Source: an optimization exercise on an open RTL-to-GDS flow (aim: small area). Production flows keep margins and buffers that such runs may drop.
The RTL was checked by simulation tests, not by an equivalence proof against the original design.
In this run the design's own scripts or RTL, not TritonCTS, make the clock network.
No driver is modelled on the clock port, so clock power and skew are understated where the tree is cut down; a real chip needs a root buffer or a tree.
Power figures rest on the tool's default switching activity, not on a simulated workload.

==> flow/flow/run.sh <==
#!/bin/bash
# The standard ORFS flow (the standard.sh) with:
#  - an area-oriented ABC script for synthesis (flow/abc.script), no adder cells
#  - sky130_fd_sc_hd__buf_1 as the port buffer
#  - one tie cell for the constant outputs
#  - port buffering without the timing-driven placement repair (flow/pre_global_place.tcl
#    removes the synthesis buffers first, as timing-driven placement would)
#  - a one-level clock tree (flow/clock_buffer.tcl) in place of clock_tree_synthesis
set -e
here=$(pwd)
rm -rf "$here/scripts_local"
cp -r "$FLOW_HOME/scripts" "$here/scripts_local"
cp "$here/flow/abc.script" "$here/scripts_local/abc_speed.script"
cp "$here/flow/abc.script" "$here/scripts_local/abc_area.script"
sed -i 's#^log_cmd clock_tree_synthesis {\*}$cts_args#source $::env(CLOCK_BUFFER_TCL)#' "$here/scripts_local/cts.tcl"
grep -q CLOCK_BUFFER_TCL "$here/scripts_local/cts.tcl"
export SCRIPTS_DIR="$here/scripts_local"
export ADDER_MAP_FILE=
export BUFFER_PORTS_ARGS="-buffer_cell sky130_fd_sc_hd__buf_1"
export SKIP_REPAIR_TIE_FANOUT=1
export CLOCK_BUFFER_TCL="$here/flow/clock_buffer.tcl"
export CLOCK_BUFFER_CELL=sky130_fd_sc_hd__clkbuf_8
export CLOCK_BUFFER_COUNT=2
export GPL_TIMING_DRIVEN=0
export PRE_GLOBAL_PLACE_TCL="$here/flow/pre_global_place.tcl"
bash standard.sh > standard.log 2>&1
==> flow/flow/abc.script <==
strash
&get -n
&deepsyn -J 200 -T 300
&put
dch -f
amap
topo
==> flow/flow/clock_buffer.tcl <==
# Replaces clock_tree_synthesis with a one-level clock tree: the register clock
# pins are split into CLOCK_BUFFER_COUNT groups by position (k-means), and each
# group gets one CLOCK_BUFFER_CELL at its centre, driven straight from the clock
# port. Every register is one buffer away from the port.
set block [ord::get_db_block]
set clk_src [get_name [lindex [get_property [lindex [all_clocks] 0] sources] 0]]
set clk_net [$block findNet $clk_src]
set k $::env(CLOCK_BUFFER_COUNT)
set pts {}
foreach it [$clk_net getITerms] {
  lassign [[$it getInst] getLocation] x y
  lappend pts [list $x $y [$it getInst] [$it getMTerm]]
}
set n [llength $pts]
# k-means, seeded with points spread along the sorted-by-x order
set sorted [lsort -integer -index 0 $pts]
set cent {}
for {set i 0} {$i < $k} {incr i} {
  set p [lindex $sorted [expr {int(($i + 0.5) * $n / $k)}]]
  lappend cent [list [lindex $p 0] [lindex $p 1]]
}
for {set iter 0} {$iter < 50} {incr iter} {
  set groups {}
  for {set i 0} {$i < $k} {incr i} { lappend groups {} }
  foreach p $pts {
    set best 0
    set bd 1e30
    for {set i 0} {$i < $k} {incr i} {
      lassign [lindex $cent $i] cx cy
      set d [expr {abs([lindex $p 0] - $cx) + abs([lindex $p 1] - $cy)}]
      if {$d < $bd} { set bd $d; set best $i }
    }
    lset groups $best [concat [lindex $groups $best] [list $p]]
  }
  set newcent {}
  for {set i 0} {$i < $k} {incr i} {
    set g [lindex $groups $i]
    if {[llength $g] == 0} { lappend newcent [lindex $cent $i]; continue }
    set sx 0; set sy 0
    foreach p $g { set sx [expr {$sx + [lindex $p 0]}]; set sy [expr {$sy + [lindex $p 1]}] }
    lappend newcent [list [expr {$sx / [llength $g]}] [expr {$sy / [llength $g]}]]
  }
  if {$newcent == $cent} break
  set cent $newcent
}
for {set i 0} {$i < $k} {incr i} {
  set g [lindex $groups $i]
  if {[llength $g] == 0} continue
  set pins {}
  foreach p $g {
    lappend pins [get_pins "[[lindex $p 2] getName]/[[lindex $p 3] getName]"]
  }
  lassign [lindex $cent $i] cx cy
  set x [ord::dbu_to_microns $cx]
  set y [ord::dbu_to_microns $cy]
  puts "Clock buffer $i: $::env(CLOCK_BUFFER_CELL) at ($x, $y) for [llength $g] registers"
  insert_buffer -buffer_cell $::env(CLOCK_BUFFER_CELL) -net $clk_src -load_pins $pins \
    -location [list $x $y] -buffer_name clkbuf_${i}_$clk_src -net_name clknet_${i}_$clk_src
}
foreach it [$clk_net getITerms] {
  foreach ot [[$it getInst] getITerms] {
    set net [$ot getNet]
    if { $net != "NULL" && [$ot isOutputSignal] } { $net setSigType CLOCK }
  }
}
set_propagated_clock [all_clocks]
==> flow/flow/pre_global_place.tcl <==
remove_buffers
==> flow/standard.sh <==
#!/bin/bash
# synth_recipe.tcl (not shown) runs the flow's synth.tcl, then flattens the netlist and writes it again
# the make line also repeats each setting of config.mk as NAME=value (left out here)
make -C /OpenROAD-flow-scripts/flow DESIGN_CONFIG=/design/flow/config.mk WORK_HOME=/design/flow/orfs CLKGATE_MAP_FILE= SYNTH_SCRIPT=/design/flow/synth_recipe.tcl "${@:-finish}"
==> flow/config.mk <==
export PLATFORM = sky130hd
export DESIGN_NAME = trim_gen
export DESIGN_NICKNAME = trim_gen
export VERILOG_FILES = /design/flow/design.v
export SDC_FILE = /design/flow/constraint.sdc
export NUM_CORES = 4
export LEC_CHECK = 0
export CAP_MARGIN = 20
export CORE_MARGIN = 2
export CORE_UTILIZATION = 50
export SLEW_MARGIN = 20
==> flow/constraint.sdc <==
create_clock -name core_clock -period 15.0 [get_ports {CLOCK_50}]
set_input_delay 3.0000 -clock core_clock [delete_from_list [all_inputs] [get_ports {CLOCK_50}]]
set_output_delay 3.0000 -clock core_clock [all_outputs]
set_load 0.01 [all_outputs]
==> flow/design.v <==
module digit_cell (input en, input [3:0] q, output reg [3:0] nq, output reg co, output reg [6:0] seg);
    always @(*) begin
        case ({en, q})
            5'b00000: begin nq = 4'b0000; co = 1'b0; seg = 7'b1000000; end
            5'b00001: begin nq = 4'b0001; co = 1'b0; seg = 7'b0000010; end
            5'b00010: begin nq = 4'b1010; co = 1'b0; seg = 7'b0010000; end
            5'b00011: begin nq = 4'b0011; co = 1'b0; seg = 7'b0010000; end
            5'b00100: begin nq = 4'b0100; co = 1'b0; seg = 7'b1000000; end
            5'b00101: begin nq = 4'b0101; co = 1'b0; seg = 7'b0000000; end
            5'b00110: begin nq = 4'b1110; co = 1'b0; seg = 7'b0100100; end
            5'b00111: begin nq = 4'b0111; co = 1'b0; seg = 7'b0100100; end
            5'b01000: begin nq = 4'b1000; co = 1'b0; seg = 7'b1111000; end
            5'b01001: begin nq = 4'b1001; co = 1'b0; seg = 7'b0011010; end
            5'b01010: begin nq = 4'b1010; co = 1'b0; seg = 7'b0110000; end
            5'b01011: begin nq = 4'b1011; co = 1'b0; seg = 7'b0010010; end
            5'b01100: begin nq = 4'b1100; co = 1'b0; seg = 7'b1111001; end
            5'b01101: begin nq = 4'b1101; co = 1'b0; seg = 7'b0011001; end
            5'b01110: begin nq = 4'b1110; co = 1'b0; seg = 7'b0100100; end
            5'b01111: begin nq = 4'b1111; co = 1'b0; seg = 7'b0100100; end
            5'b10000: begin nq = 4'b1100; co = 1'b0; seg = 7'b1000000; end
            5'b10001: begin nq = 4'b1000; co = 1'b0; seg = 7'b0000010; end
            5'b10010: begin nq = 4'b1100; co = 1'b1; seg = 7'b0010000; end
            5'b10011: begin nq = 4'b0000; co = 1'b1; seg = 7'b0010000; end
            5'b10100: begin nq = 4'b0111; co = 1'b0; seg = 7'b1000000; end
            5'b10101: begin nq = 4'b0011; co = 1'b0; seg = 7'b0000000; end
            5'b10110: begin nq = 4'b1110; co = 1'b1; seg = 7'b0100100; end
            5'b10111: begin nq = 4'b0010; co = 1'b1; seg = 7'b0100100; end
            5'b11000: begin nq = 4'b0101; co = 1'b0; seg = 7'b1111000; end
            5'b11001: begin nq = 4'b0001; co = 1'b0; seg = 7'b0011010; end
            5'b11010: begin nq = 4'b1101; co = 1'b0; seg = 7'b0110000; end
            5'b11011: begin nq = 4'b0001; co = 1'b0; seg = 7'b0010010; end
            5'b11100: begin nq = 4'b1111; co = 1'b0; seg = 7'b1111001; end
            5'b11101: begin nq = 4'b1011; co = 1'b0; seg = 7'b0011001; end
            5'b11110: begin nq = 4'b1110; co = 1'b0; seg = 7'b0100100; end
            5'b11111: begin nq = 4'b1010; co = 1'b0; seg = 7'b0100100; end
            default: begin nq = 4'b0; co = 1'b0; seg = 7'b0; end
        endcase
    end
endmodule
module digit3_cell (input en, input [2:0] q, output reg [2:0] nq, output reg [6:0] seg);
    always @(*) begin
        case ({en, q})
            4'b0000: begin nq = 3'b000; seg = 7'b1000000; end
            4'b0001: begin nq = 3'b001; seg = 7'b1100000; end
            4'b0010: begin nq = 3'b010; seg = 7'b1011001; end
            4'b0011: begin nq = 3'b011; seg = 7'b1111001; end
            4'b0100: begin nq = 3'b100; seg = 7'b0110000; end
            4'b0101: begin nq = 3'b101; seg = 7'b0100100; end
            4'b0110: begin nq = 3'b110; seg = 7'b0011001; end
            4'b0111: begin nq = 3'b111; seg = 7'b0111101; end
            4'b1000: begin nq = 3'b011; seg = 7'b1000000; end
            4'b1001: begin nq = 3'b001; seg = 7'b1100000; end
            4'b1010: begin nq = 3'b111; seg = 7'b1011001; end
            4'b1011: begin nq = 3'b101; seg = 7'b1111001; end
            4'b1100: begin nq = 3'b110; seg = 7'b0110000; end
            4'b1101: begin nq = 3'b100; seg = 7'b0100100; end
            4'b1110: begin nq = 3'b110; seg = 7'b0011001; end
            4'b1111: begin nq = 3'b100; seg = 7'b0111101; end
            default: begin nq = 3'b0; seg = 7'b0; end
        endcase
    end
endmodule
module trim_gen (CLOCK_50,START,RST,ENCLK,DOUT,LEDR,HEX0,HEX1,HEX2,HEX3);
    input CLOCK_50, RST, START;
    output reg DOUT;
    output [17:0] LEDR;
    output ENCLK;
    output [6:0] HEX0, HEX1, HEX2, HEX3;
    wire mshift, last, incr;
    reg [11:0] mirror;       
    reg cy;                  
    reg [3:0] d0, d1, d2;    
    reg [2:0] d3;
    wire [3:0] n0, n1, n2;
    wire [2:0] n3;
    wire c0, c1, c2;
    wire full = d0[0] & ~d0[2] & d1[1] & ~d1[3] & ~d3[0] & d3[1];
    seq_ctl SEQ(.CLOCK_50(CLOCK_50), .RST(RST), .START(START), .full(full), .mshift(mshift), .last(last), .incr(incr), .ENCLK(ENCLK));
    always @(posedge CLOCK_50 or posedge RST)
        if (RST) begin
            DOUT <= 1'b0;
            cy <= 1'b0;
            mirror <= 12'd0;
        end else begin
            if (mshift) begin
                mirror <= {DOUT, mirror[11:1]};
                cy <= cy & mirror[0];
                if (!last) DOUT <= mirror[0] ^ cy;
            end else if (incr) begin
                DOUT <= 1'b0;
                cy <= 1'b1;
            end
        end
    always @(posedge CLOCK_50 or posedge RST)
        if (RST) begin
            d0 <= 4'b0000; d1 <= 4'b0000; d2 <= 4'b0000; d3 <= 3'b000;
        end else begin
            d0 <= n0; d1 <= n1; d2 <= n2; d3 <= n3;
        end
    assign LEDR = {6'd0, mirror};
    digit_cell  U0(.en(incr), .q(d0), .nq(n0), .co(c0), .seg(HEX0));
    digit_cell  U1(.en(c0), .q(d1), .nq(n1), .co(c1), .seg(HEX1));
    digit_cell  U2(.en(c1), .q(d2), .nq(n2), .co(c2), .seg(HEX2));
    digit3_cell U3(.en(c2), .q(d3), .nq(n3), .seg(HEX3));
endmodule
module seq_ctl(input CLOCK_50, input RST, input START, input full, output mshift, output last, output incr, output ENCLK);
    reg [2:0] cnt; reg [4:0] s;
    wire rise = (cnt == 3'd3);
    wire fall = (cnt == 3'd7);
    wire [31:0] shift_t = 32'b01111111111111000111111111111100;
    wire [31:0] last_t = 32'b01000000000000000100000000000000;
    wire [31:0] inc_t = 32'b01010101010101010000000000000000;
    wire shift = shift_t[s];
    assign last = last_t[s];
    assign mshift = rise & shift;
    assign incr = rise & inc_t[s];
    wire [127:0] ns0_t = 128'b11111111111111110001010101010101111111111111111100010101010101001111111111111111010101010101010111111111111111110101010101010100;
    wire [127:0] ns1_t = 128'b00000100010001000010011001100110000001000100010000100110011001100100010001000100011001100110011001000100010001000110011001100110;
    wire [127:0] ns2_t = 128'b00111000011110000011100001111000001110000111100000111000011110000111100001111000011110000111100001111000011110000111100001111000;
    wire [127:0] ns3_t = 128'b00111111100000000011111110000000001111111000000000111111100000000111111110000000011111111000000001111111100000000111111110000000;
    wire [127:0] ns4_t = 128'b11010101010101011000000000000000110101010101010110000000000000001101010101010101100000000000000011010101010101011000000000000000;
    wire [4:0] ns = {ns4_t[{full,START,s}],ns3_t[{full,START,s}],ns2_t[{full,START,s}],ns1_t[{full,START,s}],ns0_t[{full,START,s}]};
    always @(posedge CLOCK_50 or posedge RST)
        if (RST) cnt <= 3'd0; else cnt <= cnt + 3'd1;
    always @(posedge CLOCK_50 or posedge RST)
        if (RST) s <= 5'd0;
        else if (fall) s <= ns;
    assign ENCLK = shift & cnt[2];
endmodule
==> run notes <==
[worst reg2reg max path: stages, from the launching register on]
cell and delay [ns]:
dfrtp_1 0.39, clkinv_1 0.12, nand3_1 0.11, o21ai_0 0.12, nor2_1 0.69, clkinv_1 0.58, o21ai_0 0.36, a32o_1 0.15
[per-stage QoR]
step	std cells	setup slack, ns	util, %	total power (W)
global placement	254	11.02	58.0	0.000187
floorplan	176	11.09	-	0.000171
CTS	256	10.79	59.0	0.000226
finish	256	10.80	59.0	0.000224
detailed placement	254	11.00	58.1	0.000190
global route	256	10.65	59.0	0.000238
[cell type report, clock buffers not listed]
class	instances	area, µm²
Sequential cell	37	926
Inverter	29	110
Multi-Input combinational cell	101	549
Tap cell	44	55.1
Fill cell	326	1270
Timing Repair Buffer	43	161
[cells by family after synthesis]
| kind of cell | synth area share (%) |
|---|---|
| other cells | 0.227 |
| simple gates | 13.8 |
| buf+inv | 10.7 |
| compound gates | 19.2 |
| flops | 56.1 |
[routing by layer]
| metal | vias to the layer above | part of all wire [%] | track usage [%] |
|---|---|---|---|
| li1 | 674 | - | - |
| met1 | 658 | 46 | 24.7 |
| met2 | 34 | 49 | 32.4 |
| met3 | 2 | 5.0 | 1.89 |
| met4 | 0 | 0.62 | 1.82 |
| met5 | - | 0 | 0 |
[power breakdown]
| group | internal (W) | total [W] | switching [W] |
|---|---|---|---|
| sequential | 0.000118 | 0.000133 | 0.0000155 |
| combinational | 0.0000231 | 0.0000538 | 0.0000307 |
| clock | 0.0000125 | 0.0000370 | 0.0000245 |
| total | 0.000153 | 0.000224 | 0.0000708 |
[worst paths after layout]
| kind | from | to | slack (ns) |
|---|---|---|---|
| worst max register to register | SEQ.s[3] | DOUT | 12.43 |
| worst min register to register | SEQ.cnt[0] | SEQ.cnt[0] | 0.48 |
| min in group asynchronous | RST | mirror[6] | 2.85 |
| worst max-delay path | d0[1] | HEX0[4] | 10.80 |
| worst min-delay path | SEQ.cnt[0] | SEQ.cnt[0] | 0.48 |
| max in group asynchronous | RST | d1[2] | 11.76 |
[sequential cells by signal, summed over array words and instances (netlist names)]
register,flops
DOUT,1
SEQ.cnt,3
SEQ.s,5
cy,1
d0,4
d1,4
d2,4
d3,3
mirror,12
[placed cells by master, fill, tap and decap left out, drive strengths merged, types with 3 or more instances in the layout]
| master | count |
|---|---|
| buf | 43 |
| nand2 | 8 |
| o22a | 12 |
| dfrtp | 37 |
| nor2 | 31 |
| nor3 | 5 |
| o22ai | 9 |
| clkinv | 29 |
| o221ai | 3 |
| nand3 | 5 |
| a21oi | 9 |
| o21ai | 8 |
==> impl_metrics.py <==
metrics = {
    "sta": {
        "period_share_pct": 28.0,
        "rsz0062_at_grt": "false",
        "timing_hold_violations_final": 0,
        "final.setup.tns_ns": 0,
        "worst_pin_slew_ns": 0.884,
        "max_freq_mhz": 238,
        "post-route-min-period_ns": 4.20,
        "report.final.slew_viol_count": 0,
        "skew_ns": 0.00977,
        "setup_violations": 0,
        "fin_hold_ws_ns": 0.477,
        "slew_headroom_pct": 40.8,
    },
    "synthesis": {
        "synth_top_flop_cell": "dfrtp_1",
        "synth_area_um2": 1650,
        "avgSynthCellArea_um2": 9.38,
        "synth-edff-count": 0,
        "synth_common_cells": "dfrtp_1, nor2_1, clkinv_1",
        "ys_types": 22,
        "synth_warnings": 4,
        "synth_seq_cells": 37,
        "syn_inst": 176,
        "yosysSeqAreaShare_pct": 56.1,
        "synth_most_common_cell": "dfrtp_1",
        "yosysTopAreaCellShare_pct": 56.1,
        "async_flop_share_pct": 100,
        "yosysTopAreaCell": "dfrtp_1",
        "synth_area_leaders": "dfrtp_1, nor2_1, clkinv_1",
        "syn-num-nets": 179,
    },
    "min_path": {
        "hold_depth": 1,
        "hp-class": "reg -> reg",
    },
    "setup_path": {
        "cp-end-kind": "primary output",
        "worstPathArrival_ns": 1.20,
        "worstPathCellList": "clkinv_1, nor2_1, a21oi_1, buf_1",
        "cpMaxStageDelayCell": "dfrtp_1",
        "path_max_fanout": 7,
        "path_buf_inv": 2,
        "startpoint_type": "register",
        "cp_top_family": "flip-flops",
        "cp_slowest_stage_delay_ns": 0.43,
        "rr_worst_depth": 7,
        "cp_num_cells": 4,
        "worstSetupPathType": "reg -> out",
        "required_ns": 12.00,
    },
    "clock_network": {
        "post_cts_resized": 0,
        "ctsHoldBuffers": 0,
        "clk_pin_slew_ns": 0.10,
        "insertion_delay_ns": 0.17,
        "post-cts-setup-buffers": 0,
    },
    "grt": {
        "grt_pass1_vias": 1254,
        "grt_pass1_wl_um": 5370,
        "grt_max_degree": 38,
        "gr-usage-all-layers_pct": 18.1,
        "overflow": 0,
        "grt_antenna_before_repair": 0,
    },
    "placement": {
        "place_area_um2": 1800,
        "numPortBuffers": 43,
        "dp_hpwl_um": 2480,
        "gp_congestion": 0.773,
    },
    "power_and_ir_drop": {
        "peakVddDrop_uv": 110,
        "p_leak_nw": 0.745,
        "powerDensity_nw_per_um2": 122,
    },
    "finish": {
        "final_area_um2": 1830,
        "layout.nets": 217,
        "drive_gt1_share_pct": 1.42,
        "areaGrowthSynthToFinish_pct": 10.8,
        "n_antenna_cell": 0,
    },
    "die": {
        "num_rows": 20,
        "dieHeight_um": 61.5,
        "dieWidth_um": 61.5,
        "pin_count": 51,
        "dieArea_um2": 3780,
        "fp.coreArea_um2": 3100,
        "start_util_pct": 53.2,
    },
    "detailed_routing": {
        "avgRoutedWirePerCell_um": 13.2,
        "ant_nets": 0,
        "drt_iter0_markers": 81,
        "drcViolationCount": 0,
        "dr.pass1.iters": 4,
        "routed_wl_um": 3390,
        "vias": 1368,
        "vias_per_cell": 5.34,
    },
    "flow_run": {
        "drv_cap": 0,
    },
    "run_status": {
        "outcome": "timing/DRC/antenna clean",
    },
}

==> static timing again, ports no longer ideal <==
The results above use ideal ports. As a check the final layout listed here was re-extracted and re-timed, cells and wires unchanged. Step 1, drivers: a clkbuf_16 drives CLOCK_50 and a buf_2 each remaining input, both assumed. Step 2 times the ports against the registers' clock, not the clock port: input delays grow and output delays shrink by t, the midpoint of the rising clock arrivals with the driver on. a / b / c = ideal ports / drivers / drivers and shift; a / b = the first two.
t (ns): 0.195
slack for setup (ns): 10.797 / 10.765 / 10.960
hold slack, ns: 0.477 / 0.477 / 0.477
pins driven straight from the clock port: 2
After both steps setup and hold are still met in this run. For this run, drivers alone change the setup slack by -0.032 ns; drivers and shift together by +0.163 ns.
